This design comes from an exercise in tuning for small area on the open sky130 flow, not from production work. Only simulation tests tie the RTL to the original design; equivalence was not proved.

Design multiply_matrix, start of the top module:
module multiply_matrix
(
    input clk,
    input load,
	input load_w,
	input [159:0] c,
    input [63:0] a,
	input [63:0] b,
    output logic [159:0] out
);
	logic [63:0] w [0:7];
	logic [63:0] a1;
	logic [31:0] a2;
	logic [47:0] e2, e3;
	logic [8:0] n2, n3;
	logic [159:0] s0a, s0b, s1a, s1b;
	logic [159:0] s [2:7];
	logic [47:0] e_lo, e_hi;
	logic [8:0] n_lo, n_hi;
	booth_enc enc_lo (.a(a1[31:0]), .e(e_lo), .n(n_lo));
	booth_enc enc_hi (.a(a2), .e(e_hi), .n(n_hi));
	logic [15:0] nzn2, nzn3;
	assign nzn2 = e2[15:0] & e2[31:16];
	assign nzn3 = e3[15:0] & e3[31:16];
	logic [159:0] t0a, t0b, t1a, t1b, sum;
	genvar j;
	generate
		for (j = 0; j < 8; j = j + 1) begin : g_dot
			dot_lo dl (.onen(e2[15:0]), .twon(e2[31:16]), .negn(e2[47:32]), .nzn(nzn2), .w(w[j][31:0]),
				.acc0(c[20*j +: 20]), .n(n2), .sa(t0a[20*j +: 20]), .sb(t0b[20*j +: 20]));
			dot_hi dh (.onen(e3[15:0]), .twon(e3[31:16]), .negn(e3[47:32]), .nzn(nzn3), .w(w[j][63:32]),
  ...
Size: about 11000 cells after synthesis, ~450 I/O pins, roughly 170000 sq um of cells after synthesis.
Settings: LEC_CHECK=0, CAP_MARGIN=20, CORE_MARGIN=2, CORE_UTILIZATION=40, SLEW_MARGIN=20, SYNTH_HIERARCHICAL=1; clock period 5.0 ns.
run.sh (not shown) runs the stock make flow with config.mk's settings and CLKGATE_MAP_FILE= SYNTH_SCRIPT=/design/flow/synth_recipe.tcl, a recipe that flattens the netlist after the stock synthesis.
Change:
CTS_BUF_LIST = sky130_fd_sc_hd__clkbuf_4 sky130_fd_sc_hd__clkbuf_8   (was default)
CTS_CLUSTER_DIAMETER = 60   (was default)
CTS_CLUSTER_SIZE = 20   (was default)
=> The new run finished with timing, DRC and antenna clean; sequential share of layout area is higher by 0.54 points; synthesized cell count does not change; count of clock-buffer cells in the layout is lower by 24; wire length is about the same; area after synthesis stays the same.

========
TR:
multiply_matrix, a different RTL version from the one above (not shown whole).
For scale: ~450 I/O pins, roughly 160000 sq um of cells after synthesis.
export LEC_CHECK = 0
export CAP_MARGIN = 5
export CORE_MARGIN = 2
export CORE_UTILIZATION = 60
export CTS_BUF_LIST = sky130_fd_sc_hd__clkbuf_8 sky130_fd_sc_hd__clkbuf_16
export CTS_CLUSTER_DIAMETER = 60
export CTS_CLUSTER_SIZE = 20
export PLACE_DENSITY = 0.72
export SLEW_MARGIN = 5
export SYNTH_HIERARCHICAL = 1
create_clock -name core_clock -period 5.0 [get_ports {clk}]
standard.sh (not shown) runs the stock make flow with config.mk's settings and CLKGATE_MAP_FILE= SYNTH_SCRIPT=/design/flow/synth_recipe.tcl, a recipe that flattens the netlist after the stock synthesis.
==> flow/flow/run.sh <==
#!/bin/bash
# Layout: the standard flow (standard.sh, unchanged synthesis and steps),
# with the input and output port buffers made of sky130_fd_sc_hd__buf_1 and
# clock tree synthesis without dummy loads and with larger sink clusters.
set -euo pipefail
export BUFFER_PORTS_ARGS="-buffer_cell sky130_fd_sc_hd__buf_1"
export CTS_ARGS="-sink_clustering_enable -repair_clock_nets -dont_use_dummy_load -sink_clustering_size 30 -sink_clustering_max_diameter 80 -buf_list sky130_fd_sc_hd__clkbuf_16"
bash standard.sh > standard_flow.log 2>&1
TR ran to completion and came out clean on the timing, DRC and antenna checks.
--- input diff TR..MS ---
# TR
export LEC_CHECK = 0
export CAP_MARGIN = 5
export CORE_MARGIN = 2
export CORE_UTILIZATION = 60
export CTS_BUF_LIST = sky130_fd_sc_hd__clkbuf_8 sky130_fd_sc_hd__clkbuf_16
export CTS_CLUSTER_DIAMETER = 60
export CTS_CLUSTER_SIZE = 20
export PLACE_DENSITY = 0.72
export SLEW_MARGIN = 5
export SYNTH_HIERARCHICAL = 1
create_clock -name core_clock -period 5.0 [get_ports {clk}]
# MS
export LEC_CHECK = 0
export CAP_MARGIN = 20
export CORE_MARGIN = 2
export CORE_UTILIZATION = 60
export CTS_BUF_LIST = sky130_fd_sc_hd__clkbuf_8 sky130_fd_sc_hd__clkbuf_16
export CTS_CLUSTER_DIAMETER = 60
export CTS_CLUSTER_SIZE = 20
export GPL_TIMING_DRIVEN = 0
export PLACE_DENSITY = 0.72
export SLEW_MARGIN = 20
export SYNTH_HIERARCHICAL = 1
create_clock -name core_clock -period 5.0 [get_ports {clk}]
Notes after the runs:
No crash in MS: every stage finished, but the layout fails its final checks due to negative setup slack. TR finished end to end and its layout was clean on timing, DRC and antenna. MS vs. TR: final-layout setup total negative slack went down by 1.09 ns. Going from TR to MS, post-synth design cell area closely matched the old numbers.

## port drivers added, routing unchanged
How much do the figures lean on ideal ports? The routed layouts below were timed once more, with nothing changed but the port constraints.
Step 1 sets driving cells, clkbuf_16 on the clock port and buf_2 on the other inputs (assumed; they add their load-dependent delay and slew).
Step 2 moves the port delays by t, midway between the first and last clock arrival at a register: inputs arrive t later, outputs are due t later. That takes back most of the time a late clock gives input paths.
a / b / c = ideal / step 1 / step 2; a / b = the first two.
run	shift t [ns]	setup slack, ns	worst data-port slew with drivers (ns)
the first run of note 1	1.044	0.174 / 0.174 / 0.174	0.29
the second run of note 1	1.233	0.154 / 0.154 / 0.154	0.32
TR	0.974	0.109 / 0.109 / 0.109	0.08
MS	0.950	-0.190 / -0.190 / -0.589	0.25
For MS, which loses most, drivers alone change the setup slack by 0.000 ns; drivers and shift together by -0.399 ns.
